This design comes from an exercise in tuning for small area and a short achievable clock period on the open sky130 flow, not from production work. Function was checked by simulation only, so behaviour that the tests miss may differ from the original.

$ cat flow/flow/run.sh
#!/bin/bash
# Layout flow: the standard ORFS flow, with Yosys's full/half-adder
# extraction turned off (the RTL already spells out its adders as prefix
# networks) and more antenna-repair rounds after detailed routing.
set -euo pipefail
bash standard.sh ADDER_MAP_FILE= MAX_REPAIR_ANTENNAS_ITER_DRT=10 finish > standard.log 2>&1
$ cat flow/standard.sh
#!/bin/bash
# synth_recipe.tcl (not shown) runs the flow's synth.tcl, then flattens the netlist and writes it again
# the make line also repeats each setting of config.mk as NAME=value (left out here)
make -C /OpenROAD-flow-scripts/flow DESIGN_CONFIG=/design/flow/config.mk WORK_HOME=/design/flow/orfs CLKGATE_MAP_FILE= SYNTH_SCRIPT=/design/flow/synth_recipe.tcl "${@:-finish}"
$ cat flow/config.mk
export PLATFORM = sky130hd
export DESIGN_NAME = pipeline
export DESIGN_NICKNAME = pipeline
export VERILOG_FILES = /design/flow/design.v
export SDC_FILE = /design/flow/constraint.sdc
export NUM_CORES = 8
export LEC_CHECK = 0
export ABC_AREA = 1
export CAP_MARGIN = 20
export CORE_MARGIN = 2
export CORE_UTILIZATION = 55
export SETUP_SLACK_MARGIN = 4.0
export SLEW_MARGIN = 20
$ cat flow/constraint.sdc
create_clock -name core_clock -period 7.5 [get_ports {CLK}]
set_input_delay 1.5000 -clock core_clock [delete_from_list [all_inputs] [get_ports {CLK}]]
set_output_delay 1.5000 -clock core_clock [all_outputs]
set_load 0.01 [all_outputs]
$ cat flow/design.v
module pipeline (
  input  CLK,
  input  [31:0]counter_in,
  input  [127:0]target_hash,
  input  reset,
  output reg found,
  output reg [31:0]found_word
);
function [31:0] bswap(input [31:0] x);
  bswap = {x[7:0], x[15:8], x[23:16], x[31:24]};
endfunction
function eqadd(input [31:0] a, input [31:0] b, input [31:0] k);
  reg [31:0] cy;
  begin
    cy = {(a[30:0] & b[30:0]) | ((a[30:0] | b[30:0]) & ~k[30:0]), 1'b0};
    eqadd = ((a ^ b ^ k) == cy);
  end
endfunction
reg  [4:0]  step;
reg  [1:0]  ph;
reg  [31:0] q0, q1, q2, q3, t21, er;
wire busy = (step != 5'd22);
always @(posedge CLK)
  if (reset) begin step <= 5'd0; ph <= 2'd0; end
  else if (busy) begin
    ph <= (ph == 2'd2) ? 2'd0 : ph + 2'd1;
    if (ph == 2'd2) step <= step + 5'd1;
  end
reg  [31:0] ex, kc;
reg  [2:0]  rs;
wire [31:0] s001;
add_bk u_s001 (.a(~q0), .b(q1), .s(s001));
wire [31:0] dif = ~s001;   
always @* begin
  case (step)
    5'd0: begin ex = bswap(target_hash[95:64]); kc = 32'h10325478; rs = 3'd0; end
    5'd1: begin ex = bswap(target_hash[63:32]); kc = 32'h67452303; rs = 3'd0; end
    5'd2: begin ex = bswap(target_hash[31:0]); kc = 32'hefcdab8b; rs = 3'd0; end
    5'd3: begin ex = bswap(target_hash[127:96]); kc = 32'h98badd00; rs = 3'd0; end
    5'd4: begin ex = dif; kc = 32'h14792c70; rs = 3'd4; end
    5'd5: begin ex = dif; kc = 32'hd5282d46; rs = 3'd3; end
    5'd6: begin ex = dif; kc = 32'h42c50dcc; rs = 3'd2; end
    5'd7: begin ex = dif; kc = 32'h08ac817f; rs = 3'd1; end
    5'd8: begin ex = dif; kc = 32'hb1f7ee60; rs = 3'd4; end
    5'd9: begin ex = dif; kc = 32'h5cfebced; rs = 3'd3; end
    5'd10: begin ex = dif; kc = 32'h01d31921; rs = 3'd2; end
    5'd11: begin ex = dif; kc = 32'h905781b2; rs = 3'd1; end
    5'd12: begin ex = dif; kc = 32'h7a7ba1b0; rs = 3'd4; end
    5'd13: begin ex = dif; kc = 32'h00100b84; rs = 3'd3; end
    5'd14: begin ex = dif; kc = 32'h70f3336f; rs = 3'd2; end
    5'd15: begin ex = dif; kc = 32'h9aa4a63e; rs = 3'd1; end
    5'd16: begin ex = dif; kc = 32'h036c5fc8; rs = 3'd4; end
    5'd17: begin ex = dif; kc = 32'h546bdc3a; rs = 3'd3; end
    5'd18: begin ex = dif; kc = 32'hbcd5006a; rs = 3'd2; end
    5'd19: begin ex = dif; kc = 32'h0bd6ddbd; rs = 3'd1; end
    5'd20: begin ex = dif; kc = 32'h3b53a99c; rs = 3'd5; end
    5'd21: begin ex = dif; kc = 32'he05d8309; rs = 3'd6; end
    default: begin ex = dif; kc = 32'h0; rs = 3'd0; end
  endcase
end
reg  [31:0] rot;
always @*
  case (rs)
    3'd0: rot = er;
    3'd1: rot = {er[5:0], er[31:6]};
    3'd2: rot = {er[9:0], er[31:10]};
    3'd3: rot = {er[14:0], er[31:15]};
    3'd4: rot = {er[20:0], er[31:21]};
    3'd5: rot = {er[22:0], er[31:23]};
    3'd6: rot = {er[15:0], er[31:16]};
    default: rot = er;
  endcase
always @(posedge CLK)
  if (busy & (ph == 2'd0)) er <= ex;
  else if (busy & (ph == 2'd1)) er <= rot;
wire usef = (step >= 5'd4) && (step < 5'd20);
wire [31:0] nf = usef ? ~(q2 ^ (q1 | ~q3)) : 32'hffffffff;
wire [31:0] cs_s = er ^ nf ^ kc;
wire [31:0] cs_c = {(er[30:0] & nf[30:0]) | (er[30:0] & kc[30:0]) | (nf[30:0] & kc[30:0]), 1'b0};
wire [31:0] s002;
add_bk u_s002 (.a(cs_s), .b(cs_c), .s(s002));
always @(posedge CLK)
  if (busy & (ph == 2'd2)) begin
    q0 <= q1; q1 <= q2; q2 <= q3; q3 <= s002;
  end
always @(posedge CLK)
  if ((step == 5'd21) & (ph == 2'd0)) t21 <= q0 ^ q1;
reg  [31:0] w_in;
always @(posedge CLK) w_in <= counter_in;
wire [31:0] s003;
add_sk u_s003 (.a(bswap(w_in)), .b(32'hd76aa477), .s(s003));
wire [31:0] x_00 = s003;
wire [31:0] s004;
add_sk u_s004 (.a(32'hefcdab89), .b({x_00[24:0], x_00[31:25]}), .s(s004));
reg  [31:0] b_00;
always @(posedge CLK) b_00 <= s004;
reg  [31:0] w_01;
always @(posedge CLK) w_01 <= w_in;
wire [31:0] f_01 = ((b_00 & 32'hefcdab89) | (~b_00 & 32'h98badcfe));
wire [31:0] s005;
add_sk u_s005 (.a(f_01), .b(32'hf8fa0c4c), .s(s005));
wire [31:0] x_01 = s005;
wire [31:0] s006;
add_sk u_s006 (.a(b_00), .b({x_01[19:0], x_01[31:20]}), .s(s006));
reg  [31:0] b_01;
always @(posedge CLK) b_01 <= s006;
reg  [31:0] c_01;
always @(posedge CLK) c_01 <= b_00;
reg  [31:0] w_02;
always @(posedge CLK) w_02 <= w_01;
wire [31:0] f_02 = ((b_01 & c_01) | (~b_01 & 32'hefcdab89));
wire [31:0] s007;
add_sk u_s007 (.a(f_02), .b(32'hbcdb4dd9), .s(s007));
wire [31:0] x_02 = s007;
wire [31:0] s008;
add_sk u_s008 (.a(b_01), .b({x_02[14:0], x_02[31:15]}), .s(s008));
reg  [31:0] b_02;
always @(posedge CLK) b_02 <= s008;
reg  [31:0] c_02;
always @(posedge CLK) c_02 <= b_01;
reg  [31:0] d_02;
always @(posedge CLK) d_02 <= c_01;
reg  [31:0] w_03;
always @(posedge CLK) w_03 <= w_02;
wire [31:0] f_03 = ((b_02 & c_02) | (~b_02 & d_02));
wire [31:0] s009;
add_sk u_s009 (.a(f_03), .b(32'hb18b7a77), .s(s009));
wire [31:0] x_03 = s009;
wire [31:0] s010;
add_sk u_s010 (.a(b_02), .b({x_03[9:0], x_03[31:10]}), .s(s010));
reg  [31:0] b_03;
always @(posedge CLK) b_03 <= s010;
wire [31:0] s011;
add_bk u_s011 (.a(d_02), .b(32'hf57c0faf), .s(s011));
reg  [31:0] ap_03;
always @(posedge CLK) ap_03 <= s011;
reg  [31:0] c_03;
always @(posedge CLK) c_03 <= b_02;
reg  [31:0] d_03;
always @(posedge CLK) d_03 <= c_02;
reg  [31:0] w_04;
always @(posedge CLK) w_04 <= w_03;
wire [31:0] f_04 = ((b_03 & c_03) | (~b_03 & d_03));
wire [31:0] s012;
add_sk u_s012 (.a(ap_03), .b(f_04), .s(s012));
wire [31:0] x_04 = s012;
wire [31:0] s013;
add_sk u_s013 (.a(b_03), .b({x_04[24:0], x_04[31:25]}), .s(s013));
reg  [31:0] b_04;
always @(posedge CLK) b_04 <= s013;
wire [31:0] s014;
add_bk u_s014 (.a(d_03), .b(32'h4787c62a), .s(s014));
reg  [31:0] ap_04;
always @(posedge CLK) ap_04 <= s014;
reg  [31:0] c_04;
always @(posedge CLK) c_04 <= b_03;
reg  [31:0] d_04;
always @(posedge CLK) d_04 <= c_03;
reg  [31:0] w_05;
always @(posedge CLK) w_05 <= w_04;
wire [31:0] f_05 = ((b_04 & c_04) | (~b_04 & d_04));
wire [31:0] s015;
add_sk u_s015 (.a(ap_04), .b(f_05), .s(s015));
wire [31:0] x_05 = s015;
wire [31:0] s016;
add_sk u_s016 (.a(b_04), .b({x_05[19:0], x_05[31:20]}), .s(s016));
reg  [31:0] b_05;
always @(posedge CLK) b_05 <= s016;
wire [31:0] s017;
add_bk u_s017 (.a(d_04), .b(32'ha8304613), .s(s017));
reg  [31:0] ap_05;
always @(posedge CLK) ap_05 <= s017;
reg  [31:0] c_05;
always @(posedge CLK) c_05 <= b_04;
reg  [31:0] d_05;
always @(posedge CLK) d_05 <= c_04;
reg  [31:0] w_06;
always @(posedge CLK) w_06 <= w_05;
wire [31:0] f_06 = ((b_05 & c_05) | (~b_05 & d_05));
wire [31:0] s018;
add_sk u_s018 (.a(ap_05), .b(f_06), .s(s018));
wire [31:0] x_06 = s018;
wire [31:0] s019;
add_sk u_s019 (.a(b_05), .b({x_06[14:0], x_06[31:15]}), .s(s019));
reg  [31:0] b_06;
always @(posedge CLK) b_06 <= s019;
wire [31:0] s020;
add_bk u_s020 (.a(d_05), .b(32'hfd469501), .s(s020));
reg  [31:0] ap_06;
always @(posedge CLK) ap_06 <= s020;
reg  [31:0] c_06;
always @(posedge CLK) c_06 <= b_05;
reg  [31:0] d_06;
always @(posedge CLK) d_06 <= c_05;
reg  [31:0] w_07;
always @(posedge CLK) w_07 <= w_06;
wire [31:0] f_07 = ((b_06 & c_06) | (~b_06 & d_06));
wire [31:0] s021;
add_sk u_s021 (.a(ap_06), .b(f_07), .s(s021));
wire [31:0] x_07 = s021;
wire [31:0] s022;
add_sk u_s022 (.a(b_06), .b({x_07[9:0], x_07[31:10]}), .s(s022));
reg  [31:0] b_07;
always @(posedge CLK) b_07 <= s022;
wire [31:0] s023;
add_bk u_s023 (.a(d_06), .b(32'h698098d8), .s(s023));
reg  [31:0] ap_07;
always @(posedge CLK) ap_07 <= s023;
reg  [31:0] c_07;
always @(posedge CLK) c_07 <= b_06;
reg  [31:0] d_07;
always @(posedge CLK) d_07 <= c_06;
reg  [31:0] w_08;
always @(posedge CLK) w_08 <= w_07;
wire [31:0] f_08 = ((b_07 & c_07) | (~b_07 & d_07));
wire [31:0] s024;
add_sk u_s024 (.a(ap_07), .b(f_08), .s(s024));
wire [31:0] x_08 = s024;
wire [31:0] s025;
add_sk u_s025 (.a(b_07), .b({x_08[24:0], x_08[31:25]}), .s(s025));
reg  [31:0] b_08;
always @(posedge CLK) b_08 <= s025;
wire [31:0] s026;
add_bk u_s026 (.a(d_07), .b(32'h8b44f7af), .s(s026));
reg  [31:0] ap_08;
always @(posedge CLK) ap_08 <= s026;
reg  [31:0] c_08;
always @(posedge CLK) c_08 <= b_07;
reg  [31:0] d_08;
always @(posedge CLK) d_08 <= c_07;
reg  [31:0] w_09;
always @(posedge CLK) w_09 <= w_08;
wire [31:0] f_09 = ((b_08 & c_08) | (~b_08 & d_08));
wire [31:0] s027;
add_sk u_s027 (.a(ap_08), .b(f_09), .s(s027));
wire [31:0] x_09 = s027;
wire [31:0] s028;
add_sk u_s028 (.a(b_08), .b({x_09[19:0], x_09[31:20]}), .s(s028));
reg  [31:0] b_09;
always @(posedge CLK) b_09 <= s028;
wire [31:0] s029;
add_bk u_s029 (.a(d_08), .b(32'hffff5bb1), .s(s029));
reg  [31:0] ap_09;
always @(posedge CLK) ap_09 <= s029;
reg  [31:0] c_09;
always @(posedge CLK) c_09 <= b_08;
reg  [31:0] d_09;
always @(posedge CLK) d_09 <= c_08;
reg  [31:0] w_10;
always @(posedge CLK) w_10 <= w_09;
wire [31:0] f_10 = ((b_09 & c_09) | (~b_09 & d_09));
wire [31:0] s030;
add_sk u_s030 (.a(ap_09), .b(f_10), .s(s030));
wire [31:0] x_10 = s030;
wire [31:0] s031;
add_sk u_s031 (.a(b_09), .b({x_10[14:0], x_10[31:15]}), .s(s031));
reg  [31:0] b_10;
always @(posedge CLK) b_10 <= s031;
wire [31:0] s032;
add_bk u_s032 (.a(d_09), .b(32'h895cd7be), .s(s032));
reg  [31:0] ap_10;
always @(posedge CLK) ap_10 <= s032;
reg  [31:0] c_10;
always @(posedge CLK) c_10 <= b_09;
reg  [31:0] d_10;
always @(posedge CLK) d_10 <= c_09;
reg  [31:0] w_11;
always @(posedge CLK) w_11 <= w_10;
wire [31:0] f_11 = ((b_10 & c_10) | (~b_10 & d_10));
wire [31:0] s033;
add_sk u_s033 (.a(ap_10), .b(f_11), .s(s033));
wire [31:0] x_11 = s033;
wire [31:0] s034;
add_sk u_s034 (.a(b_10), .b({x_11[9:0], x_11[31:10]}), .s(s034));
reg  [31:0] b_11;
always @(posedge CLK) b_11 <= s034;
wire [31:0] s035;
add_bk u_s035 (.a(d_10), .b(32'h6b901122), .s(s035));
reg  [31:0] ap_11;
always @(posedge CLK) ap_11 <= s035;
reg  [31:0] c_11;
always @(posedge CLK) c_11 <= b_10;
reg  [31:0] d_11;
always @(posedge CLK) d_11 <= c_10;
reg  [31:0] w_12;
always @(posedge CLK) w_12 <= w_11;
wire [31:0] f_12 = ((b_11 & c_11) | (~b_11 & d_11));
wire [31:0] s036;
add_sk u_s036 (.a(ap_11), .b(f_12), .s(s036));
wire [31:0] x_12 = s036;
wire [31:0] s037;
add_sk u_s037 (.a(b_11), .b({x_12[24:0], x_12[31:25]}), .s(s037));
reg  [31:0] b_12;
always @(posedge CLK) b_12 <= s037;
wire [31:0] s038;
add_bk u_s038 (.a(d_11), .b(32'hfd987193), .s(s038));
reg  [31:0] ap_12;
always @(posedge CLK) ap_12 <= s038;
reg  [31:0] c_12;
always @(posedge CLK) c_12 <= b_11;
reg  [31:0] d_12;
always @(posedge CLK) d_12 <= c_11;
reg  [31:0] w_13;
always @(posedge CLK) w_13 <= w_12;
wire [31:0] f_13 = ((b_12 & c_12) | (~b_12 & d_12));
wire [31:0] s039;
add_sk u_s039 (.a(ap_12), .b(f_13), .s(s039));
wire [31:0] x_13 = s039;
wire [31:0] s040;
add_sk u_s040 (.a(b_12), .b({x_13[19:0], x_13[31:20]}), .s(s040));
reg  [31:0] b_13;
always @(posedge CLK) b_13 <= s040;
wire [31:0] s041;
add_bk u_s041 (.a(d_12), .b(32'ha67943ae), .s(s041));
reg  [31:0] ap_13;
always @(posedge CLK) ap_13 <= s041;
reg  [31:0] c_13;
always @(posedge CLK) c_13 <= b_12;
reg  [31:0] d_13;
always @(posedge CLK) d_13 <= c_12;
reg  [31:0] w_14;
always @(posedge CLK) w_14 <= w_13;
wire [31:0] f_14 = ((b_13 & c_13) | (~b_13 & d_13));
wire [31:0] s042;
add_sk u_s042 (.a(ap_13), .b(f_14), .s(s042));
wire [31:0] x_14 = s042;
wire [31:0] s043;
add_sk u_s043 (.a(b_13), .b({x_14[14:0], x_14[31:15]}), .s(s043));
reg  [31:0] b_14;
always @(posedge CLK) b_14 <= s043;
wire [31:0] s044;
add_bk u_s044 (.a(d_13), .b(32'h49b40821), .s(s044));
reg  [31:0] ap_14;
always @(posedge CLK) ap_14 <= s044;
reg  [31:0] c_14;
always @(posedge CLK) c_14 <= b_13;
reg  [31:0] d_14;
always @(posedge CLK) d_14 <= c_13;
reg  [31:0] w_15;
always @(posedge CLK) w_15 <= w_14;
wire [31:0] f_15 = ((b_14 & c_14) | (~b_14 & d_14));
wire [31:0] s045;
add_sk u_s045 (.a(ap_14), .b(f_15), .s(s045));
wire [31:0] x_15 = s045;
wire [31:0] s046;
add_sk u_s046 (.a(b_14), .b({x_15[9:0], x_15[31:10]}), .s(s046));
reg  [31:0] b_15;
always @(posedge CLK) b_15 <= s046;
wire [31:0] s047;
add_bk u_s047 (.a(d_14), .b(32'hf61e25e2), .s(s047));
reg  [31:0] ap_15;
always @(posedge CLK) ap_15 <= s047;
reg  [31:0] c_15;
always @(posedge CLK) c_15 <= b_14;
reg  [31:0] d_15;
always @(posedge CLK) d_15 <= c_14;
reg  [31:0] w_16;
always @(posedge CLK) w_16 <= w_15;
wire [31:0] f_16 = ((d_15 & b_15) | (c_15 & ~d_15));
wire [31:0] s048;
add_sk u_s048 (.a(ap_15), .b(f_16), .s(s048));
wire [31:0] x_16 = s048;
wire [31:0] s049;
add_sk u_s049 (.a(b_15), .b({x_16[26:0], x_16[31:27]}), .s(s049));
reg  [31:0] b_16;
always @(posedge CLK) b_16 <= s049;
wire [31:0] s050;
add_bk u_s050 (.a(d_15), .b(32'hc040b340), .s(s050));
reg  [31:0] ap_16;
always @(posedge CLK) ap_16 <= s050;
reg  [31:0] c_16;
always @(posedge CLK) c_16 <= b_15;
reg  [31:0] d_16;
always @(posedge CLK) d_16 <= c_15;
reg  [31:0] w_17;
always @(posedge CLK) w_17 <= w_16;
wire [31:0] f_17 = ((d_16 & b_16) | (c_16 & ~d_16));
wire [31:0] s051;
add_sk u_s051 (.a(ap_16), .b(f_17), .s(s051));
wire [31:0] x_17 = s051;
wire [31:0] s052;
add_sk u_s052 (.a(b_16), .b({x_17[22:0], x_17[31:23]}), .s(s052));
reg  [31:0] b_17;
always @(posedge CLK) b_17 <= s052;
wire [31:0] s053;
add_bk u_s053 (.a(d_16), .b(32'h265e5a51), .s(s053));
reg  [31:0] ap_17;
always @(posedge CLK) ap_17 <= s053;
reg  [31:0] c_17;
always @(posedge CLK) c_17 <= b_16;
reg  [31:0] d_17;
always @(posedge CLK) d_17 <= c_16;
reg  [31:0] w_18;
always @(posedge CLK) w_18 <= w_17;
wire [31:0] f_18 = ((d_17 & b_17) | (c_17 & ~d_17));
wire [31:0] s054;
add_sk u_s054 (.a(ap_17), .b(f_18), .s(s054));
wire [31:0] x_18 = s054;
wire [31:0] s055;
add_sk u_s055 (.a(b_17), .b({x_18[17:0], x_18[31:18]}), .s(s055));
reg  [31:0] b_18;
always @(posedge CLK) b_18 <= s055;
wire [31:0] s056;
add_bk u_s056 (.a(d_17), .b(32'he9b6c7aa), .s(s056));
wire [31:0] s057;
add_sk u_s057 (.a(s056), .b(bswap(w_18)), .s(s057));
reg  [31:0] ap_18;
always @(posedge CLK) ap_18 <= s057;
reg  [31:0] c_18;
always @(posedge CLK) c_18 <= b_17;
reg  [31:0] d_18;
always @(posedge CLK) d_18 <= c_17;
reg  [31:0] w_19;
always @(posedge CLK) w_19 <= w_18;
wire [31:0] f_19 = ((d_18 & b_18) | (c_18 & ~d_18));
wire [31:0] s058;
add_sk u_s058 (.a(ap_18), .b(f_19), .s(s058));
wire [31:0] x_19 = s058;
wire [31:0] s059;
add_sk u_s059 (.a(b_18), .b({x_19[11:0], x_19[31:12]}), .s(s059));
reg  [31:0] b_19;
always @(posedge CLK) b_19 <= s059;
wire [31:0] s060;
add_bk u_s060 (.a(d_18), .b(32'hd62f105d), .s(s060));
reg  [31:0] ap_19;
always @(posedge CLK) ap_19 <= s060;
reg  [31:0] c_19;
always @(posedge CLK) c_19 <= b_18;
reg  [31:0] d_19;
always @(posedge CLK) d_19 <= c_18;
reg  [31:0] w_20;
always @(posedge CLK) w_20 <= w_19;
wire [31:0] f_20 = ((d_19 & b_19) | (c_19 & ~d_19));
wire [31:0] s061;
add_sk u_s061 (.a(ap_19), .b(f_20), .s(s061));
wire [31:0] x_20 = s061;
wire [31:0] s062;
add_sk u_s062 (.a(b_19), .b({x_20[26:0], x_20[31:27]}), .s(s062));
reg  [31:0] b_20;
always @(posedge CLK) b_20 <= s062;
wire [31:0] s063;
add_bk u_s063 (.a(d_19), .b(32'h02441453), .s(s063));
reg  [31:0] ap_20;
always @(posedge CLK) ap_20 <= s063;
reg  [31:0] c_20;
always @(posedge CLK) c_20 <= b_19;
reg  [31:0] d_20;
always @(posedge CLK) d_20 <= c_19;
reg  [31:0] w_21;
always @(posedge CLK) w_21 <= w_20;
wire [31:0] f_21 = ((d_20 & b_20) | (c_20 & ~d_20));
wire [31:0] s064;
add_sk u_s064 (.a(ap_20), .b(f_21), .s(s064));
wire [31:0] x_21 = s064;
wire [31:0] s065;
add_sk u_s065 (.a(b_20), .b({x_21[22:0], x_21[31:23]}), .s(s065));
reg  [31:0] b_21;
always @(posedge CLK) b_21 <= s065;
wire [31:0] s066;
add_bk u_s066 (.a(d_20), .b(32'hd8a1e681), .s(s066));
reg  [31:0] ap_21;
always @(posedge CLK) ap_21 <= s066;
reg  [31:0] c_21;
always @(posedge CLK) c_21 <= b_20;
reg  [31:0] d_21;
always @(posedge CLK) d_21 <= c_20;
reg  [31:0] w_22;
always @(posedge CLK) w_22 <= w_21;
wire [31:0] f_22 = ((d_21 & b_21) | (c_21 & ~d_21));
wire [31:0] s067;
add_sk u_s067 (.a(ap_21), .b(f_22), .s(s067));
wire [31:0] x_22 = s067;
wire [31:0] s068;
add_sk u_s068 (.a(b_21), .b({x_22[17:0], x_22[31:18]}), .s(s068));
reg  [31:0] b_22;
always @(posedge CLK) b_22 <= s068;
wire [31:0] s069;
add_bk u_s069 (.a(d_21), .b(32'he7d3fbc8), .s(s069));
reg  [31:0] ap_22;
always @(posedge CLK) ap_22 <= s069;
reg  [31:0] c_22;
always @(posedge CLK) c_22 <= b_21;
reg  [31:0] d_22;
always @(posedge CLK) d_22 <= c_21;
reg  [31:0] w_23;
always @(posedge CLK) w_23 <= w_22;
wire [31:0] f_23 = ((d_22 & b_22) | (c_22 & ~d_22));
wire [31:0] s070;
add_sk u_s070 (.a(ap_22), .b(f_23), .s(s070));
wire [31:0] x_23 = s070;
wire [31:0] s071;
add_sk u_s071 (.a(b_22), .b({x_23[11:0], x_23[31:12]}), .s(s071));
reg  [31:0] b_23;
always @(posedge CLK) b_23 <= s071;
wire [31:0] s072;
add_bk u_s072 (.a(d_22), .b(32'h21e1cde6), .s(s072));
reg  [31:0] ap_23;
always @(posedge CLK) ap_23 <= s072;
reg  [31:0] c_23;
always @(posedge CLK) c_23 <= b_22;
reg  [31:0] d_23;
always @(posedge CLK) d_23 <= c_22;
reg  [31:0] w_24;
always @(posedge CLK) w_24 <= w_23;
wire [31:0] f_24 = ((d_23 & b_23) | (c_23 & ~d_23));
wire [31:0] s073;
add_sk u_s073 (.a(ap_23), .b(f_24), .s(s073));
wire [31:0] x_24 = s073;
wire [31:0] s074;
add_sk u_s074 (.a(b_23), .b({x_24[26:0], x_24[31:27]}), .s(s074));
reg  [31:0] b_24;
always @(posedge CLK) b_24 <= s074;
wire [31:0] s075;
add_bk u_s075 (.a(d_23), .b(32'hc33707f6), .s(s075));
reg  [31:0] ap_24;
always @(posedge CLK) ap_24 <= s075;
reg  [31:0] c_24;
always @(posedge CLK) c_24 <= b_23;
reg  [31:0] d_24;
always @(posedge CLK) d_24 <= c_23;
reg  [31:0] w_25;
always @(posedge CLK) w_25 <= w_24;
wire [31:0] f_25 = ((d_24 & b_24) | (c_24 & ~d_24));
wire [31:0] s076;
add_sk u_s076 (.a(ap_24), .b(f_25), .s(s076));
wire [31:0] x_25 = s076;
wire [31:0] s077;
add_sk u_s077 (.a(b_24), .b({x_25[22:0], x_25[31:23]}), .s(s077));
reg  [31:0] b_25;
always @(posedge CLK) b_25 <= s077;
wire [31:0] s078;
add_bk u_s078 (.a(d_24), .b(32'hf4d50d87), .s(s078));
reg  [31:0] ap_25;
always @(posedge CLK) ap_25 <= s078;
reg  [31:0] c_25;
always @(posedge CLK) c_25 <= b_24;
reg  [31:0] d_25;
always @(posedge CLK) d_25 <= c_24;
reg  [31:0] w_26;
always @(posedge CLK) w_26 <= w_25;
wire [31:0] f_26 = ((d_25 & b_25) | (c_25 & ~d_25));
wire [31:0] s079;
add_sk u_s079 (.a(ap_25), .b(f_26), .s(s079));
wire [31:0] x_26 = s079;
wire [31:0] s080;
add_sk u_s080 (.a(b_25), .b({x_26[17:0], x_26[31:18]}), .s(s080));
reg  [31:0] b_26;
always @(posedge CLK) b_26 <= s080;
wire [31:0] s081;
add_bk u_s081 (.a(d_25), .b(32'h455a14ed), .s(s081));
reg  [31:0] ap_26;
always @(posedge CLK) ap_26 <= s081;
reg  [31:0] c_26;
always @(posedge CLK) c_26 <= b_25;
reg  [31:0] d_26;
always @(posedge CLK) d_26 <= c_25;
reg  [31:0] w_27;
always @(posedge CLK) w_27 <= w_26;
wire [31:0] f_27 = ((d_26 & b_26) | (c_26 & ~d_26));
wire [31:0] s082;
add_sk u_s082 (.a(ap_26), .b(f_27), .s(s082));
wire [31:0] x_27 = s082;
wire [31:0] s083;
add_sk u_s083 (.a(b_26), .b({x_27[11:0], x_27[31:12]}), .s(s083));
reg  [31:0] b_27;
always @(posedge CLK) b_27 <= s083;
wire [31:0] s084;
add_bk u_s084 (.a(d_26), .b(32'ha9e3e905), .s(s084));
reg  [31:0] ap_27;
always @(posedge CLK) ap_27 <= s084;
reg  [31:0] c_27;
always @(posedge CLK) c_27 <= b_26;
reg  [31:0] d_27;
always @(posedge CLK) d_27 <= c_26;
reg  [31:0] w_28;
always @(posedge CLK) w_28 <= w_27;
wire [31:0] f_28 = ((d_27 & b_27) | (c_27 & ~d_27));
wire [31:0] s085;
add_sk u_s085 (.a(ap_27), .b(f_28), .s(s085));
wire [31:0] x_28 = s085;
wire [31:0] s086;
add_sk u_s086 (.a(b_27), .b({x_28[26:0], x_28[31:27]}), .s(s086));
reg  [31:0] b_28;
always @(posedge CLK) b_28 <= s086;
wire [31:0] s087;
add_bk u_s087 (.a(d_27), .b(32'hfcefa3f8), .s(s087));
reg  [31:0] ap_28;
always @(posedge CLK) ap_28 <= s087;
reg  [31:0] c_28;
always @(posedge CLK) c_28 <= b_27;
reg  [31:0] d_28;
always @(posedge CLK) d_28 <= c_27;
reg  [31:0] w_29;
always @(posedge CLK) w_29 <= w_28;
wire [31:0] f_29 = ((d_28 & b_28) | (c_28 & ~d_28));
wire [31:0] s088;
add_sk u_s088 (.a(ap_28), .b(f_29), .s(s088));
wire [31:0] x_29 = s088;
wire [31:0] s089;
add_sk u_s089 (.a(b_28), .b({x_29[22:0], x_29[31:23]}), .s(s089));
reg  [31:0] b_29;
always @(posedge CLK) b_29 <= s089;
wire [31:0] s090;
add_bk u_s090 (.a(d_28), .b(32'h676f02d9), .s(s090));
reg  [31:0] ap_29;
always @(posedge CLK) ap_29 <= s090;
reg  [31:0] c_29;
always @(posedge CLK) c_29 <= b_28;
reg  [31:0] d_29;
always @(posedge CLK) d_29 <= c_28;
reg  [31:0] w_30;
always @(posedge CLK) w_30 <= w_29;
wire [31:0] f_30 = ((d_29 & b_29) | (c_29 & ~d_29));
wire [31:0] s091;
add_sk u_s091 (.a(ap_29), .b(f_30), .s(s091));
wire [31:0] x_30 = s091;
wire [31:0] s092;
add_sk u_s092 (.a(b_29), .b({x_30[17:0], x_30[31:18]}), .s(s092));
reg  [31:0] b_30;
always @(posedge CLK) b_30 <= s092;
wire [31:0] s093;
add_bk u_s093 (.a(d_29), .b(32'h8d2a4c8a), .s(s093));
reg  [31:0] ap_30;
always @(posedge CLK) ap_30 <= s093;
reg  [31:0] c_30;
always @(posedge CLK) c_30 <= b_29;
reg  [31:0] d_30;
always @(posedge CLK) d_30 <= c_29;
reg  [31:0] w_31;
always @(posedge CLK) w_31 <= w_30;
wire [31:0] f_31 = ((d_30 & b_30) | (c_30 & ~d_30));
wire [31:0] s094;
add_sk u_s094 (.a(ap_30), .b(f_31), .s(s094));
wire [31:0] x_31 = s094;
wire [31:0] s095;
add_sk u_s095 (.a(b_30), .b({x_31[11:0], x_31[31:12]}), .s(s095));
reg  [31:0] b_31;
always @(posedge CLK) b_31 <= s095;
wire [31:0] s096;
add_bk u_s096 (.a(d_30), .b(32'hfffa3942), .s(s096));
reg  [31:0] ap_31;
always @(posedge CLK) ap_31 <= s096;
reg  [31:0] c_31;
always @(posedge CLK) c_31 <= b_30;
reg  [31:0] d_31;
always @(posedge CLK) d_31 <= c_30;
reg  [31:0] w_32;
always @(posedge CLK) w_32 <= w_31;
wire [31:0] f_32 = (b_31 ^ c_31 ^ d_31);
wire [31:0] s097;
add_sk u_s097 (.a(ap_31), .b(f_32), .s(s097));
wire [31:0] x_32 = s097;
wire [31:0] s098;
add_sk u_s098 (.a(b_31), .b({x_32[27:0], x_32[31:28]}), .s(s098));
reg  [31:0] b_32;
always @(posedge CLK) b_32 <= s098;
wire [31:0] s099;
add_bk u_s099 (.a(d_31), .b(32'h8771f681), .s(s099));
reg  [31:0] ap_32;
always @(posedge CLK) ap_32 <= s099;
reg  [31:0] c_32;
always @(posedge CLK) c_32 <= b_31;
reg  [31:0] d_32;
always @(posedge CLK) d_32 <= c_31;
reg  [31:0] w_33;
always @(posedge CLK) w_33 <= w_32;
wire [31:0] f_33 = (b_32 ^ c_32 ^ d_32);
wire [31:0] s100;
add_sk u_s100 (.a(ap_32), .b(f_33), .s(s100));
wire [31:0] x_33 = s100;
wire [31:0] s101;
add_sk u_s101 (.a(b_32), .b({x_33[20:0], x_33[31:21]}), .s(s101));
reg  [31:0] b_33;
always @(posedge CLK) b_33 <= s101;
wire [31:0] s102;
add_bk u_s102 (.a(d_32), .b(32'h6d9d6122), .s(s102));
reg  [31:0] ap_33;
always @(posedge CLK) ap_33 <= s102;
reg  [31:0] c_33;
always @(posedge CLK) c_33 <= b_32;
reg  [31:0] d_33;
always @(posedge CLK) d_33 <= c_32;
reg  [31:0] w_34;
always @(posedge CLK) w_34 <= w_33;
wire [31:0] f_34 = (b_33 ^ c_33 ^ d_33);
wire [31:0] s103;
add_sk u_s103 (.a(ap_33), .b(f_34), .s(s103));
wire [31:0] x_34 = s103;
wire [31:0] s104;
add_sk u_s104 (.a(b_33), .b({x_34[15:0], x_34[31:16]}), .s(s104));
reg  [31:0] b_34;
always @(posedge CLK) b_34 <= s104;
wire [31:0] s105;
add_bk u_s105 (.a(d_33), .b(32'hfde5382c), .s(s105));
reg  [31:0] ap_34;
always @(posedge CLK) ap_34 <= s105;
reg  [31:0] c_34;
always @(posedge CLK) c_34 <= b_33;
reg  [31:0] d_34;
always @(posedge CLK) d_34 <= c_33;
reg  [31:0] w_35;
always @(posedge CLK) w_35 <= w_34;
wire [31:0] f_35 = (b_34 ^ c_34 ^ d_34);
wire [31:0] s106;
add_sk u_s106 (.a(ap_34), .b(f_35), .s(s106));
wire [31:0] x_35 = s106;
wire [31:0] s107;
add_sk u_s107 (.a(b_34), .b({x_35[8:0], x_35[31:9]}), .s(s107));
reg  [31:0] b_35;
always @(posedge CLK) b_35 <= s107;
wire [31:0] s108;
add_bk u_s108 (.a(d_34), .b(32'ha4beeac4), .s(s108));
reg  [31:0] ap_35;
always @(posedge CLK) ap_35 <= s108;
reg  [31:0] c_35;
always @(posedge CLK) c_35 <= b_34;
reg  [31:0] d_35;
always @(posedge CLK) d_35 <= c_34;
reg  [31:0] w_36;
always @(posedge CLK) w_36 <= w_35;
wire [31:0] f_36 = (b_35 ^ c_35 ^ d_35);
wire [31:0] s109;
add_sk u_s109 (.a(ap_35), .b(f_36), .s(s109));
wire [31:0] x_36 = s109;
wire [31:0] s110;
add_sk u_s110 (.a(b_35), .b({x_36[27:0], x_36[31:28]}), .s(s110));
reg  [31:0] b_36;
always @(posedge CLK) b_36 <= s110;
wire [31:0] s111;
add_bk u_s111 (.a(d_35), .b(32'h4bdecfa9), .s(s111));
reg  [31:0] ap_36;
always @(posedge CLK) ap_36 <= s111;
reg  [31:0] c_36;
always @(posedge CLK) c_36 <= b_35;
reg  [31:0] d_36;
always @(posedge CLK) d_36 <= c_35;
reg  [31:0] w_37;
always @(posedge CLK) w_37 <= w_36;
wire [31:0] f_37 = (b_36 ^ c_36 ^ d_36);
wire [31:0] s112;
add_sk u_s112 (.a(ap_36), .b(f_37), .s(s112));
wire [31:0] x_37 = s112;
wire [31:0] s113;
add_sk u_s113 (.a(b_36), .b({x_37[20:0], x_37[31:21]}), .s(s113));
reg  [31:0] b_37;
always @(posedge CLK) b_37 <= s113;
wire [31:0] s114;
add_bk u_s114 (.a(d_36), .b(32'hf6bb4b60), .s(s114));
reg  [31:0] ap_37;
always @(posedge CLK) ap_37 <= s114;
reg  [31:0] c_37;
always @(posedge CLK) c_37 <= b_36;
reg  [31:0] d_37;
always @(posedge CLK) d_37 <= c_36;
reg  [31:0] w_38;
always @(posedge CLK) w_38 <= w_37;
wire [31:0] f_38 = (b_37 ^ c_37 ^ d_37);
wire [31:0] s115;
add_sk u_s115 (.a(ap_37), .b(f_38), .s(s115));
wire [31:0] x_38 = s115;
wire [31:0] s116;
add_sk u_s116 (.a(b_37), .b({x_38[15:0], x_38[31:16]}), .s(s116));
reg  [31:0] b_38;
always @(posedge CLK) b_38 <= s116;
wire [31:0] s117;
add_bk u_s117 (.a(d_37), .b(32'hbebfbc70), .s(s117));
reg  [31:0] ap_38;
always @(posedge CLK) ap_38 <= s117;
reg  [31:0] c_38;
always @(posedge CLK) c_38 <= b_37;
reg  [31:0] d_38;
always @(posedge CLK) d_38 <= c_37;
reg  [31:0] w_39;
always @(posedge CLK) w_39 <= w_38;
wire [31:0] f_39 = (b_38 ^ c_38 ^ d_38);
wire [31:0] s118;
add_sk u_s118 (.a(ap_38), .b(f_39), .s(s118));
wire [31:0] x_39 = s118;
wire [31:0] s119;
add_sk u_s119 (.a(b_38), .b({x_39[8:0], x_39[31:9]}), .s(s119));
reg  [31:0] b_39;
always @(posedge CLK) b_39 <= s119;
wire [31:0] s120;
add_bk u_s120 (.a(d_38), .b(32'h289b7ec6), .s(s120));
reg  [31:0] ap_39;
always @(posedge CLK) ap_39 <= s120;
reg  [31:0] c_39;
always @(posedge CLK) c_39 <= b_38;
reg  [31:0] d_39;
always @(posedge CLK) d_39 <= c_38;
reg  [31:0] w_40;
always @(posedge CLK) w_40 <= w_39;
wire [31:0] f_40 = (b_39 ^ c_39 ^ d_39);
wire [31:0] s121;
add_sk u_s121 (.a(ap_39), .b(f_40), .s(s121));
wire [31:0] x_40 = s121;
wire [31:0] s122;
add_sk u_s122 (.a(b_39), .b({x_40[27:0], x_40[31:28]}), .s(s122));
reg  [31:0] b_40;
always @(posedge CLK) b_40 <= s122;
wire [31:0] s123;
add_bk u_s123 (.a(d_39), .b(32'heaa127fa), .s(s123));
wire [31:0] s124;
add_sk u_s124 (.a(s123), .b(bswap(w_40)), .s(s124));
reg  [31:0] ap_40;
always @(posedge CLK) ap_40 <= s124;
reg  [31:0] c_40;
always @(posedge CLK) c_40 <= b_39;
reg  [31:0] d_40;
always @(posedge CLK) d_40 <= c_39;
reg  [31:0] w_41;
always @(posedge CLK) w_41 <= w_40;
wire [31:0] f_41 = (b_40 ^ c_40 ^ d_40);
wire [31:0] s125;
add_sk u_s125 (.a(ap_40), .b(f_41), .s(s125));
wire [31:0] x_41 = s125;
wire [31:0] s126;
add_sk u_s126 (.a(b_40), .b({x_41[20:0], x_41[31:21]}), .s(s126));
reg  [31:0] b_41;
always @(posedge CLK) b_41 <= s126;
wire [31:0] s127;
add_bk u_s127 (.a(d_40), .b(32'hd4ef3085), .s(s127));
reg  [31:0] ap_41;
always @(posedge CLK) ap_41 <= s127;
reg  [31:0] c_41;
always @(posedge CLK) c_41 <= b_40;
reg  [31:0] d_41;
always @(posedge CLK) d_41 <= c_40;
reg  [31:0] w_42;
always @(posedge CLK) w_42 <= w_41;
wire [31:0] f_42 = (b_41 ^ c_41 ^ d_41);
wire [31:0] s128;
add_sk u_s128 (.a(ap_41), .b(f_42), .s(s128));
wire [31:0] x_42 = s128;
wire [31:0] s129;
add_sk u_s129 (.a(b_41), .b({x_42[15:0], x_42[31:16]}), .s(s129));
reg  [31:0] b_42;
always @(posedge CLK) b_42 <= s129;
wire [31:0] s130;
add_bk u_s130 (.a(d_41), .b(32'h04881d05), .s(s130));
reg  [31:0] ap_42;
always @(posedge CLK) ap_42 <= s130;
reg  [31:0] c_42;
always @(posedge CLK) c_42 <= b_41;
reg  [31:0] d_42;
always @(posedge CLK) d_42 <= c_41;
reg  [31:0] w_43;
always @(posedge CLK) w_43 <= w_42;
wire [31:0] f_43 = (b_42 ^ c_42 ^ d_42);
wire [31:0] s131;
add_sk u_s131 (.a(ap_42), .b(f_43), .s(s131));
wire [31:0] x_43 = s131;
wire [31:0] s132;
add_sk u_s132 (.a(b_42), .b({x_43[8:0], x_43[31:9]}), .s(s132));
reg  [31:0] b_43;
always @(posedge CLK) b_43 <= s132;
wire [31:0] s133;
add_bk u_s133 (.a(d_42), .b(32'hd9d4d039), .s(s133));
reg  [31:0] ap_43;
always @(posedge CLK) ap_43 <= s133;
reg  [31:0] c_43;
always @(posedge CLK) c_43 <= b_42;
reg  [31:0] d_43;
always @(posedge CLK) d_43 <= c_42;
reg  [31:0] w_44;
always @(posedge CLK) w_44 <= w_43;
wire [31:0] f_44 = (b_43 ^ c_43 ^ d_43);
wire [31:0] s134;
add_sk u_s134 (.a(ap_43), .b(f_44), .s(s134));
wire [31:0] x_44 = s134;
wire [31:0] s135;
add_sk u_s135 (.a(b_43), .b({x_44[27:0], x_44[31:28]}), .s(s135));
reg  [31:0] b_44;
always @(posedge CLK) b_44 <= s135;
wire [31:0] s136;
add_bk u_s136 (.a(d_43), .b(32'he6db99e5), .s(s136));
reg  [31:0] ap_44;
always @(posedge CLK) ap_44 <= s136;
reg  [31:0] c_44;
always @(posedge CLK) c_44 <= b_43;
reg  [31:0] d_44;
always @(posedge CLK) d_44 <= c_43;
reg  [31:0] w_45;
always @(posedge CLK) w_45 <= w_44;
wire [31:0] f_45 = b_44 ^ c_44 ^ d_44;
wire [31:0] s137;
add_bk u_s137 (.a(ap_44), .b(f_45), .s(s137));
reg  [31:0] x_45;
always @(posedge CLK) x_45 <= s137;
reg  [31:0] b44_k;
always @(posedge CLK) b44_k <= b_44;
reg  ok46;
always @(posedge CLK) ok46 <= eqadd(d_44, q0 ^ b_44 ^ c_44, q3);
reg  ok47;
always @(posedge CLK) ok47 <= eqadd(c_44, t21 ^ b_44, q2);
reg  ok48;
always @(posedge CLK) ok48 <= eqadd(b_44, bswap(w_45), q1);
reg  [31:0] w_46;
always @(posedge CLK) w_46 <= w_45;
always @(posedge CLK) found <= eqadd(b44_k, {x_45[20:0], x_45[31:21]}, q0) & ok46 & ok47 & ok48;
always @(posedge CLK) found_word <= w_46;
endmodule
module add_bk (input [31:0] a, input [31:0] b, output [31:0] s);
  wire [31:0] g0 = a & b;
  wire [31:0] p0 = a ^ b;
  wire g_0 = g0[1] | (p0[1] & g0[0]);
  wire g_1 = g0[3] | (p0[3] & g0[2]);
  wire p_1 = p0[3] & p0[2];
  wire g_2 = g0[5] | (p0[5] & g0[4]);
  wire p_2 = p0[5] & p0[4];
  wire g_3 = g0[7] | (p0[7] & g0[6]);
  wire p_3 = p0[7] & p0[6];
  wire g_4 = g0[9] | (p0[9] & g0[8]);
  wire p_4 = p0[9] & p0[8];
  wire g_5 = g0[11] | (p0[11] & g0[10]);
  wire p_5 = p0[11] & p0[10];
  wire g_6 = g0[13] | (p0[13] & g0[12]);
  wire p_6 = p0[13] & p0[12];
  wire g_7 = g0[15] | (p0[15] & g0[14]);
  wire p_7 = p0[15] & p0[14];
  wire g_8 = g0[17] | (p0[17] & g0[16]);
  wire p_8 = p0[17] & p0[16];
  wire g_9 = g0[19] | (p0[19] & g0[18]);
  wire p_9 = p0[19] & p0[18];
  wire g_10 = g0[21] | (p0[21] & g0[20]);
  wire p_10 = p0[21] & p0[20];
  wire g_11 = g0[23] | (p0[23] & g0[22]);
  wire p_11 = p0[23] & p0[22];
  wire g_12 = g0[25] | (p0[25] & g0[24]);
  wire p_12 = p0[25] & p0[24];
  wire g_13 = g0[27] | (p0[27] & g0[26]);
  wire p_13 = p0[27] & p0[26];
  wire g_14 = g0[29] | (p0[29] & g0[28]);
  wire p_14 = p0[29] & p0[28];
  wire g_15 = g0[31] | (p0[31] & g0[30]);
  wire p_15 = p0[31] & p0[30];
  wire g_16 = g_1 | (p_1 & g_0);
  wire g_17 = g_3 | (p_3 & g_2);
  wire p_17 = p_3 & p_2;
  wire g_18 = g_5 | (p_5 & g_4);
  wire p_18 = p_5 & p_4;
  wire g_19 = g_7 | (p_7 & g_6);
  wire p_19 = p_7 & p_6;
  wire g_20 = g_9 | (p_9 & g_8);
  wire p_20 = p_9 & p_8;
  wire g_21 = g_11 | (p_11 & g_10);
  wire p_21 = p_11 & p_10;
  wire g_22 = g_13 | (p_13 & g_12);
  wire p_22 = p_13 & p_12;
  wire g_23 = g_15 | (p_15 & g_14);
  wire p_23 = p_15 & p_14;
  wire g_24 = g_17 | (p_17 & g_16);
  wire g_25 = g_19 | (p_19 & g_18);
  wire p_25 = p_19 & p_18;
  wire g_26 = g_21 | (p_21 & g_20);
  wire p_26 = p_21 & p_20;
  wire g_27 = g_23 | (p_23 & g_22);
  wire p_27 = p_23 & p_22;
  wire g_28 = g_25 | (p_25 & g_24);
  wire g_29 = g_27 | (p_27 & g_26);
  wire p_29 = p_27 & p_26;
  wire g_30 = g_29 | (p_29 & g_28);
  wire g_31 = g_26 | (p_26 & g_28);
  wire g_32 = g_18 | (p_18 & g_24);
  wire g_33 = g_20 | (p_20 & g_28);
  wire g_34 = g_22 | (p_22 & g_31);
  wire g_35 = g_2 | (p_2 & g_16);
  wire g_36 = g_4 | (p_4 & g_24);
  wire g_37 = g_6 | (p_6 & g_32);
  wire g_38 = g_8 | (p_8 & g_28);
  wire g_39 = g_10 | (p_10 & g_33);
  wire g_40 = g_12 | (p_12 & g_31);
  wire g_41 = g_14 | (p_14 & g_34);
  wire g_42 = g0[2] | (p0[2] & g_0);
  wire g_43 = g0[4] | (p0[4] & g_16);
  wire g_44 = g0[6] | (p0[6] & g_35);
  wire g_45 = g0[8] | (p0[8] & g_24);
  wire g_46 = g0[10] | (p0[10] & g_36);
  wire g_47 = g0[12] | (p0[12] & g_32);
  wire g_48 = g0[14] | (p0[14] & g_37);
  wire g_49 = g0[16] | (p0[16] & g_28);
  wire g_50 = g0[18] | (p0[18] & g_38);
  wire g_51 = g0[20] | (p0[20] & g_33);
  wire g_52 = g0[22] | (p0[22] & g_39);
  wire g_53 = g0[24] | (p0[24] & g_31);
  wire g_54 = g0[26] | (p0[26] & g_40);
  wire g_55 = g0[28] | (p0[28] & g_34);
  wire g_56 = g0[30] | (p0[30] & g_41);
  wire [31:0] c;
  assign c[0] = 1'b0;
  assign c[1] = g0[0];
  assign c[2] = g_0;
  assign c[3] = g_42;
  assign c[4] = g_16;
  assign c[5] = g_43;
  assign c[6] = g_35;
  assign c[7] = g_44;
  assign c[8] = g_24;
  assign c[9] = g_45;
  assign c[10] = g_36;
  assign c[11] = g_46;
  assign c[12] = g_32;
  assign c[13] = g_47;
  assign c[14] = g_37;
  assign c[15] = g_48;
  assign c[16] = g_28;
  assign c[17] = g_49;
  assign c[18] = g_38;
  assign c[19] = g_50;
  assign c[20] = g_33;
  assign c[21] = g_51;
  assign c[22] = g_39;
  assign c[23] = g_52;
  assign c[24] = g_31;
  assign c[25] = g_53;
  assign c[26] = g_40;
  assign c[27] = g_54;
  assign c[28] = g_34;
  assign c[29] = g_55;
  assign c[30] = g_41;
  assign c[31] = g_56;
  assign s = p0 ^ c;
endmodule
module add_sk (input [31:0] a, input [31:0] b, output [31:0] s);
  wire [31:0] g0 = a & b;
  wire [31:0] p0 = a ^ b;
  wire g_0 = g0[1] | (p0[1] & g0[0]);
  wire g_1 = g0[3] | (p0[3] & g0[2]);
  wire p_1 = p0[3] & p0[2];
  wire g_2 = g0[5] | (p0[5] & g0[4]);
  wire p_2 = p0[5] & p0[4];
  wire g_3 = g0[7] | (p0[7] & g0[6]);
  wire p_3 = p0[7] & p0[6];
  wire g_4 = g0[9] | (p0[9] & g0[8]);
  wire p_4 = p0[9] & p0[8];
  wire g_5 = g0[11] | (p0[11] & g0[10]);
  wire p_5 = p0[11] & p0[10];
  wire g_6 = g0[13] | (p0[13] & g0[12]);
  wire p_6 = p0[13] & p0[12];
  wire g_7 = g0[15] | (p0[15] & g0[14]);
  wire p_7 = p0[15] & p0[14];
  wire g_8 = g0[17] | (p0[17] & g0[16]);
  wire p_8 = p0[17] & p0[16];
  wire g_9 = g0[19] | (p0[19] & g0[18]);
  wire p_9 = p0[19] & p0[18];
  wire g_10 = g0[21] | (p0[21] & g0[20]);
  wire p_10 = p0[21] & p0[20];
  wire g_11 = g0[23] | (p0[23] & g0[22]);
  wire p_11 = p0[23] & p0[22];
  wire g_12 = g0[25] | (p0[25] & g0[24]);
  wire p_12 = p0[25] & p0[24];
  wire g_13 = g0[27] | (p0[27] & g0[26]);
  wire p_13 = p0[27] & p0[26];
  wire g_14 = g0[29] | (p0[29] & g0[28]);
  wire p_14 = p0[29] & p0[28];
  wire g_15 = g0[31] | (p0[31] & g0[30]);
  wire p_15 = p0[31] & p0[30];
  wire g_16 = g0[2] | (p0[2] & g_0);
  wire g_17 = g_1 | (p_1 & g_0);
  wire g_18 = g0[6] | (p0[6] & g_2);
  wire p_18 = p0[6] & p_2;
  wire g_19 = g_3 | (p_3 & g_2);
  wire p_19 = p_3 & p_2;
  wire g_20 = g0[10] | (p0[10] & g_4);
  wire p_20 = p0[10] & p_4;
  wire g_21 = g_5 | (p_5 & g_4);
  wire p_21 = p_5 & p_4;
  wire g_22 = g0[14] | (p0[14] & g_6);
  wire p_22 = p0[14] & p_6;
  wire g_23 = g_7 | (p_7 & g_6);
  wire p_23 = p_7 & p_6;
  wire g_24 = g0[18] | (p0[18] & g_8);
  wire p_24 = p0[18] & p_8;
  wire g_25 = g_9 | (p_9 & g_8);
  wire p_25 = p_9 & p_8;
  wire g_26 = g0[22] | (p0[22] & g_10);
  wire p_26 = p0[22] & p_10;
  wire g_27 = g_11 | (p_11 & g_10);
  wire p_27 = p_11 & p_10;
  wire g_28 = g0[26] | (p0[26] & g_12);
  wire p_28 = p0[26] & p_12;
  wire g_29 = g_13 | (p_13 & g_12);
  wire p_29 = p_13 & p_12;
  wire g_30 = g0[30] | (p0[30] & g_14);
  wire p_30 = p0[30] & p_14;
  wire g_31 = g_15 | (p_15 & g_14);
  wire p_31 = p_15 & p_14;
  wire g_32 = g0[4] | (p0[4] & g_17);
  wire g_33 = g_2 | (p_2 & g_17);
  wire g_34 = g_18 | (p_18 & g_17);
  wire g_35 = g_19 | (p_19 & g_17);
  wire g_36 = g0[12] | (p0[12] & g_21);
  wire p_36 = p0[12] & p_21;
  wire g_37 = g_6 | (p_6 & g_21);
  wire p_37 = p_6 & p_21;
  wire g_38 = g_22 | (p_22 & g_21);
  wire p_38 = p_22 & p_21;
  wire g_39 = g_23 | (p_23 & g_21);
  wire p_39 = p_23 & p_21;
  wire g_40 = g0[20] | (p0[20] & g_25);
  wire p_40 = p0[20] & p_25;
  wire g_41 = g_10 | (p_10 & g_25);
  wire p_41 = p_10 & p_25;
  wire g_42 = g_26 | (p_26 & g_25);
  wire p_42 = p_26 & p_25;
  wire g_43 = g_27 | (p_27 & g_25);
  wire p_43 = p_27 & p_25;
  wire g_44 = g0[28] | (p0[28] & g_29);
  wire p_44 = p0[28] & p_29;
  wire g_45 = g_14 | (p_14 & g_29);
  wire p_45 = p_14 & p_29;
  wire g_46 = g_30 | (p_30 & g_29);
  wire p_46 = p_30 & p_29;
  wire g_47 = g_31 | (p_31 & g_29);
  wire p_47 = p_31 & p_29;
  wire g_48 = g0[8] | (p0[8] & g_35);
  wire g_49 = g_4 | (p_4 & g_35);
  wire g_50 = g_20 | (p_20 & g_35);
  wire g_51 = g_21 | (p_21 & g_35);
  wire g_52 = g_36 | (p_36 & g_35);
  wire g_53 = g_37 | (p_37 & g_35);
  wire g_54 = g_38 | (p_38 & g_35);
  wire g_55 = g_39 | (p_39 & g_35);
  wire g_56 = g0[24] | (p0[24] & g_43);
  wire p_56 = p0[24] & p_43;
  wire g_57 = g_12 | (p_12 & g_43);
  wire p_57 = p_12 & p_43;
  wire g_58 = g_28 | (p_28 & g_43);
  wire p_58 = p_28 & p_43;
  wire g_59 = g_29 | (p_29 & g_43);
  wire p_59 = p_29 & p_43;
  wire g_60 = g_44 | (p_44 & g_43);
  wire p_60 = p_44 & p_43;
  wire g_61 = g_45 | (p_45 & g_43);
  wire p_61 = p_45 & p_43;
  wire g_62 = g_46 | (p_46 & g_43);
  wire p_62 = p_46 & p_43;
  wire g_63 = g_47 | (p_47 & g_43);
  wire p_63 = p_47 & p_43;
  wire g_64 = g0[16] | (p0[16] & g_55);
  wire g_65 = g_8 | (p_8 & g_55);
  wire g_66 = g_24 | (p_24 & g_55);
  wire g_67 = g_25 | (p_25 & g_55);
  wire g_68 = g_40 | (p_40 & g_55);
  wire g_69 = g_41 | (p_41 & g_55);
  wire g_70 = g_42 | (p_42 & g_55);
  wire g_71 = g_43 | (p_43 & g_55);
  wire g_72 = g_56 | (p_56 & g_55);
  wire g_73 = g_57 | (p_57 & g_55);
  wire g_74 = g_58 | (p_58 & g_55);
  wire g_75 = g_59 | (p_59 & g_55);
  wire g_76 = g_60 | (p_60 & g_55);
  wire g_77 = g_61 | (p_61 & g_55);
  wire g_78 = g_62 | (p_62 & g_55);
  wire g_79 = g_63 | (p_63 & g_55);
  wire [31:0] c;
  assign c[0] = 1'b0;
  assign c[1] = g0[0];
  assign c[2] = g_0;
  assign c[3] = g_16;
  assign c[4] = g_17;
  assign c[5] = g_32;
  assign c[6] = g_33;
  assign c[7] = g_34;
  assign c[8] = g_35;
  assign c[9] = g_48;
  assign c[10] = g_49;
  assign c[11] = g_50;
  assign c[12] = g_51;
  assign c[13] = g_52;
  assign c[14] = g_53;
  assign c[15] = g_54;
  assign c[16] = g_55;
  assign c[17] = g_64;
  assign c[18] = g_65;
  assign c[19] = g_66;
  assign c[20] = g_67;
  assign c[21] = g_68;
  assign c[22] = g_69;
  assign c[23] = g_70;
  assign c[24] = g_71;
  assign c[25] = g_72;
  assign c[26] = g_73;
  assign c[27] = g_74;
  assign c[28] = g_75;
  assign c[29] = g_76;
  assign c[30] = g_77;
  assign c[31] = g_78;
  assign s = p0 ^ c;
endmodule
==> metrics.cfg, run 1 <==
[cells_and_area]
nNetsFinal=54200
final_cell_area_mm2=0.425
n_fill_cell=54100
areaGrowthSynthToFinish_pct=20.2
layout-drive-gt1-share_pct=17.8

[drt]
wirelength_um=1350000
final_antenna_net_count=0
wire_per_inst_um=21.3
vias_per_cell=5.45
drt_iter0_drc=34800
drc=0
via_count=345000
first_pass_iters=11

[grt]
grt_first_pass_wirelength_um=1870000
grtUsageTotal_pct=37.9
grt_pass1_vias=312000
grt_antenna_before_repair=113
grt-ovfl-total=0
grt_max_degree=80

[synth]
synth-main-ff-cell=dfxtp_1
synthTopCellsByArea=dfxtp_1 (41%), nand2_1 (20%), inv_1 (7.8%), nand3_1 (5.5%), xor2_1 (4.6%)
ys_seq_elements=7371
synth-async-reset-ratio_pct=0
yosysSeqAreaShare_pct=42.3
syn_area_mm2=0.354
yosys_warnings=1
synth_top_area_share_pct=40.6
synth-edff-count=192
syn_inst=52100
synth.most_common_cell=nand2_1
synth_common_cells=nand2_1 (19,000), inv_1 (7,335), dfxtp_1 (7,179), nor2_1 (4,239), nand3_1 (3,906)
yosysUniqueCellTypes=90
synth_area_per_cell_um2=6.79
synth_nets=52200
yosys.area.top_type=dfxtp_1

[sta]
period_minus_slack_ns=3.96
timing.slew.headroom_pct=26.2
timing.fmax_mhz=253
slew_violations=0
tns_ns=0
setup_viol=0
tightestPinTransition_ns=1.11
fin_crit_sh_pct=52.7
fin_skew_ns=0.116
finalHoldViolCount=0
rsz0062_at_grt=true

[floorplanning]
die_h_um=806
core_area_mm2=0.641
die_x_um=806
dieArea_mm2=0.650
io_pins=195
rows=294
initial_core_util_pct=55.2

[place]
dpl_cell_area_mm2=0.365
io_buffers=194
place_congestion=1.04
dp_hpwl_um=1040000

[setup_path]
cp-start-kind=register
worst-path-max-fanout=8
cp.required_ns=8.60
criticalPathCategory=register to register
critPathArrivalTime_ns=5.06
critPathCaptureType=register

[clock_network]
clkTransAtPathRegs_ns=0.08
ctsRootBufferMaster=clkbuf_16
insertion_delay_ns=1.23
htreeDepth=6
tritoncts=built
cts_sinks=7371
ctsLongestPathBuffers=4
cts_made_buffers=742
hold_buffers=0

[run]
cap_viol_max_count=0

[run_status]
status=complete, no violations

[worst_hold_path]
min_path_type=register to register

[final timing paths]
kind,slack (ns),end,from,cells past startpoint
max,3.54,b_19[31],b_18[24],21
min,0.30,w_09[5],w_08[5],0
max reg2reg,3.54,b_19[31],b_18[24],21
min reg2reg,0.30,w_09[5],w_08[5],0
[layout make-up]
cell class              instances  area [µm²]  share of cell area (%)
repair buffers               1275       11000                    2.59
clock inverters               417        6020                    1.42
well taps                    8584       10700                    2.53
clock buffers                 957       20700                    4.87
diodes                         98         245                  0.0577
inverters                    7487       28300                    6.64
multi-input cells           37100      196000                    46.1
flip-flops and latches       7371      152000                    35.8
repair inverters                2        25.0                 0.00588
[through the flow]
stage | instances | hold slack [ns] | utilization [%] | worst slack (ns)
after floorplan | 52100 | 0.310 | - | 3.84
after global placement | 60700 | 0.309 | 57.0 | 2.61
after detailed placement | 60700 | 0.312 | 57.0 | 2.83
after CTS | 62300 | 0.291 | 62.2 | 3.90
after global routing | 63300 | 0.285 | 66.3 | 3.40
final | 63300 | 0.296 | 66.4 | 3.54
[placed cells by master, fill, tap and decap left out, types with 444 or more instances in the layout]
master,instances
a21oi_1,1085
dfxtp_2,1129
nor2_1,3429
clkbuf_16,751
nand3b_1,444
xnor2_1,689
o21ai_0,937
xor2_1,1679
nand2_1,17500
dfxtp_1,5730
or2_2,718
nand2_2,1584
nor2_2,674
buf_4,980
inv_1,7116
nand3_1,3564
[routing by layer]
layer	track usage, %	part of all wire [%]	vias to the layer above
met3	6.43	8.4	5504
li1	-	-	165000
met2	62.4	45	16700
met1	44.3	37	158000
met4	28.7	9.3	60
met5	0	0.032	-
[critical path, stage by stage (launching register included)]
cell      delay [ns]
dfxtp_1         0.38
inv_1           0.19
nand2_1         0.10
o21ai_2         0.19
or2_4           0.21
nand2_1         0.12
nor2_4          0.16
inv_1           0.11
nor2_1          0.61
nand3_2         0.21
nand3b_1        0.18
nand2_1         0.08
nand2_1         0.10
nand2_1         0.12
nor2_1          0.17
nand2_1         0.13
a21oi_2         0.19
nor2_4          0.09
nand2_8         0.12
nand2_1         0.10
nand3b_1        0.15
nand2_2         0.11
[kinds of logic after synthesis]
kind of cell,synth area share [%]
AO/OA/AOI/OAI,7.21
AND/OR/NAND/NOR,35.6
multiplexers,0.0973
buffers and inverters,8.28
adder cells (fa/ha/maj),0.00283
XOR/XNOR,6.60
flip-flops,42.3
[what timing repair did]
action,CTS,global route
pin swaps,168,1171
gates cloned,25,56
resized for setup,1550,6089
setup endpoints to repair,1199,1371
setup buffers,176,881
endpoints found under the hold margin,0,0
==> run 2: changes to the inputs <==
==> flow/flow/run.sh (replaced) <==
#!/bin/bash
# Layout flow: the standard ORFS flow, with Yosys's full/half-adder
# extraction turned off (the RTL already spells out its adders as prefix
# networks), larger clock-tree sink clusters without dummy loads, and more
# antenna-repair rounds after detailed routing.
set -euo pipefail
bash standard.sh ADDER_MAP_FILE= MAX_REPAIR_ANTENNAS_ITER_DRT=10 \
  "CTS_ARGS=-sink_clustering_enable -repair_clock_nets -dont_use_dummy_load -sink_clustering_size 24 -sink_clustering_max_diameter 80" \
  finish > standard.log 2>&1
==> run 2 against run 1 <==
Compared with the run above: critical path depth did not move; non-clock buffer count fell by 30; synthesized cell count unchanged; still clean; critical path type unchanged; critical endpoint unchanged.
==> metrics.cfg, run 2 <==
[clock_network]
htreeDepth=5  ; -1
ctsRootBufferMaster=clkbuf_16
hold_buffers=0  ; unchanged
cts_sinks=7371  ; unchanged
clkTransAtPathRegs_ns=0.09  ; about the same
insertion_delay_ns=1.16  ; -0.07 ns
tritoncts=built
cts_made_buffers=428  ; -42%
ctsLongestPathBuffers=4  ; unchanged

[setup_path]
critPathTopFamily=simple AND/OR/NAND/NOR gates
cp_num_buf_inv=2  ; unchanged
worst-path-max-fanout=7  ; -1
reg2reg_slack_ns=3.84  ; +0.30 ns
cp.required_ns=8.55  ; -0.05 ns
cp-start-kind=register
path_cells=inv_1 > nand2_1 > o21ai_2 > or2_2 > nand2_2 > o21ai_1 > a21oi_2 > nand2_4 > nand3_1 > nand2_1 > xor2_2 > or2_2 > nand2_1 > nand2_1 > o21ai_0 > inv_1 > nand2_1 > a21oi_2 > nand2_1 > nand2_1 > nand2_1
critPathCaptureType=register
critPathArrivalTime_ns=4.71  ; -0.35 ns
criticalPathCategory=register to register
cpMostUsedCell=nand2_1
slowest_stage=o21ai_0
critPathMaxStageDelay_ns=0.54  ; -0.07 ns

[cells_and_area]
layout-drive-gt1-share_pct=16.3  ; -1.5 points
final_common_cell=nand2_1
final_cell_count_no_fill=62300  ; -1.6%
nNetsFinal=53800  ; -0.63%
n_fill_cell=56500  ; +4.6%
final_core_util_pct=63.7  ; -2.6 points
areaGrowthSynthToFinish_pct=15.4
layout_common_cells=nand2_1 (17,500), inv_1 (7,127), dfxtp_1 (5,710)

[sta]
fin_crit_sh_pct=48.8  ; -3.9 points
rsz0062_at_grt=true
tightestPinTransition_ns=1.08  ; -0.0250 ns
tns_ns=0  ; unchanged
setup_viol=0  ; unchanged
timing.slew.headroom_pct=27.9  ; +1.7 points
timing.fmax_mhz=273  ; +8.1%
slew_violations=0  ; unchanged
fin_skew_ns=0.119  ; +0.00312 ns
finalHoldViolCount=0  ; unchanged
period_minus_slack_ns=3.66  ; -0.295 ns

[grt]
grt_max_degree=80  ; unchanged
grt-ovfl-total=0  ; unchanged
grtUsageTotal_pct=37.0  ; -0.89 points
grt_pass1_vias=304000  ; -2.7%
grt_first_pass_wirelength_um=1820000  ; -2.4%
grt_antenna_before_repair=102  ; -9.7%

[synth]
syn_area_mm2=0.354  ; unchanged
synth.most_common_cell=nand2_1
synth-edff-count=192  ; unchanged
synth_xor_area_share_pct=6.60  ; unchanged
synth_compound_area_share_pct=7.21  ; unchanged
syn_inst=52100  ; unchanged
ys_seq_elements=7371  ; unchanged
synth_fa_ha_area_share_pct=0.00283  ; unchanged
synth_common_cells=nand2_1 (19,000), inv_1 (7,335), dfxtp_1 (7,179), nor2_1 (4,239), nand3_1 (3,906)
synthSimpleGateAreaFrac_pct=35.6  ; unchanged
synth-async-reset-ratio_pct=0  ; unchanged
yosysSeqAreaShare_pct=42.3  ; unchanged
synth_area_per_cell_um2=6.79  ; unchanged
synth_top_area_share_pct=40.6  ; unchanged
yosys_warnings=1  ; unchanged
yosysUniqueCellTypes=90  ; unchanged
synth_top_family_by_area=simple AND/OR/NAND/NOR gates
synthTopCellsByArea=dfxtp_1 (41%), nand2_1 (20%), inv_1 (7.8%), nand3_1 (5.5%), xor2_1 (4.6%)
synth_mux_area_share_pct=0.0973  ; unchanged
yosys.area.top_type=dfxtp_1
synth_nets=52200  ; unchanged
synth-main-ff-cell=dfxtp_1

[drt]
via_count=339000  ; -2.0%
wirelength_um=1310000  ; -2.8%
wire_per_inst_um=21.0  ; -1.2%
drt_iter0_drc=32600  ; -6.4%
vias_per_cell=5.43  ; -0.39%
first_pass_iters=9  ; -2
drc=0  ; unchanged
final_antenna_net_count=0  ; unchanged

[place]
placed_cells=60700  ; unchanged
io_buffers=194  ; unchanged
place_congestion=1.04  ; unchanged
dp_hpwl_um=1040000  ; unchanged

[floorplanning]
die_h_um=806  ; unchanged
die_x_um=806  ; unchanged
dieArea_mm2=0.650  ; unchanged
core_area_mm2=0.641  ; unchanged
rows=294  ; unchanged
initial_core_util_pct=55.2  ; unchanged
io_pins=195  ; unchanged

[run]
cap_viol_max_count=0  ; unchanged

[run_status]
status=complete, no violations

[worst_hold_path]
min_path_type=register to register

run 2: final cells by class:
type,count,area (µm²),share of cell area [%]
Antenna cell,75,188,0.0460
Clock buffer,428,10700,2.62
Inverter,7487,28200,6.91
Multi-Input combinational cell,37100,196000,47.9
Sequential cell,7371,152000,37.3
Tap cell,8584,10700,2.63
Timing Repair Buffer,1245,10700,2.62
Timing Repair inverter,2,25.0,0.00613
run 2: repair_timing:
action,CTS,global route
gates cloned,20,61
buffers inserted,150,877
hold endpoints to repair,0,0
setup endpoints to repair,1172,1395
pin swaps,142,1168
resized for setup,1476,5983
run 2: final timing paths:
check | startpoint | end | cells after the start
min reg2reg | w_08[21] | w_09[21] | 0
max | b_18[5] | b_19[31] | 21
min | w_08[21] | w_09[21] | 0
max reg2reg | b_18[5] | b_19[31] | 21
run 2: routing by layer:
metal / vias up / GRT usage, % / share of wire (%)
met5: - / 0 / 0.023
met4: 48 / 26.8 / 8.9
met3: 4572 / 5.47 / 7.9
met2: 15000 / 61.4 / 45
met1: 155000 / 43.9 / 38
li1: 164000 / - / -
run 2: logic make-up (layout without fill, tap and decap cells):
kind of cell,count (synthesis),count (layout)
AO/OA/AOI/OAI,4386,4386
XOR/XNOR,2638,2638
adder cells (fa/ha/maj),1,1
buffers and inverters,7627,9162
flip-flops,7371,7371
multiplexers,34,34
other,0,75
AND/OR/NAND/NOR,30000,30100
run 2: through the flow:
step	cell area (µm²)	hold slack, ns	setup slack, ns
global route	408000	0.274	3.55
global placement	365000	0.309	2.61
detailed placement	365000	0.312	2.83
finish	408000	0.281	3.84
CTS	382000	0.275	3.97
floorplan	354000	0.310	3.84
run 2: worst reg2reg max path: cells and delay by family, from the launching register on:
family | cells | cell delay [ns]
buffers and inverters | 2 | 0.31
DFF | 1 | 0.38
and+or+nand+nor | 13 | 1.71
AOI/OAI and AO/OA | 5 | 1.04
xor gates and xnor gates | 1 | 0.18

separate check: timing with driven ports:
The flow's constraints put no driver on any port. The routed layouts listed below were extracted and timed again, unchanged, in two steps.
Step 1, drivers: a clkbuf_16 drives CLK and a buf_2 each remaining input, both assumed.
Step 2 also shifts input and output timing later by t, the mid clock arrival at the registers, as if the neighbouring blocks saw the same clock.
Three values: ideal ports, drivers, drivers and shift; two values: the first two.
| run | t, ns | setup slack, ns | worst register clock-pin slew, ns |
|---|---|---|---|
| run 1 | 1.335 | 3.544 / 3.544 / 3.544 | 0.08 / 0.08 |
| run 2 | 1.259 | 3.840 / 3.840 / 3.607 | 0.10 / 0.10 |
After both steps every run listed still meets setup and hold. The setup slack of run 2, which loses most, moves by 0.000 ns with the drivers and by -0.233 ns with both steps.
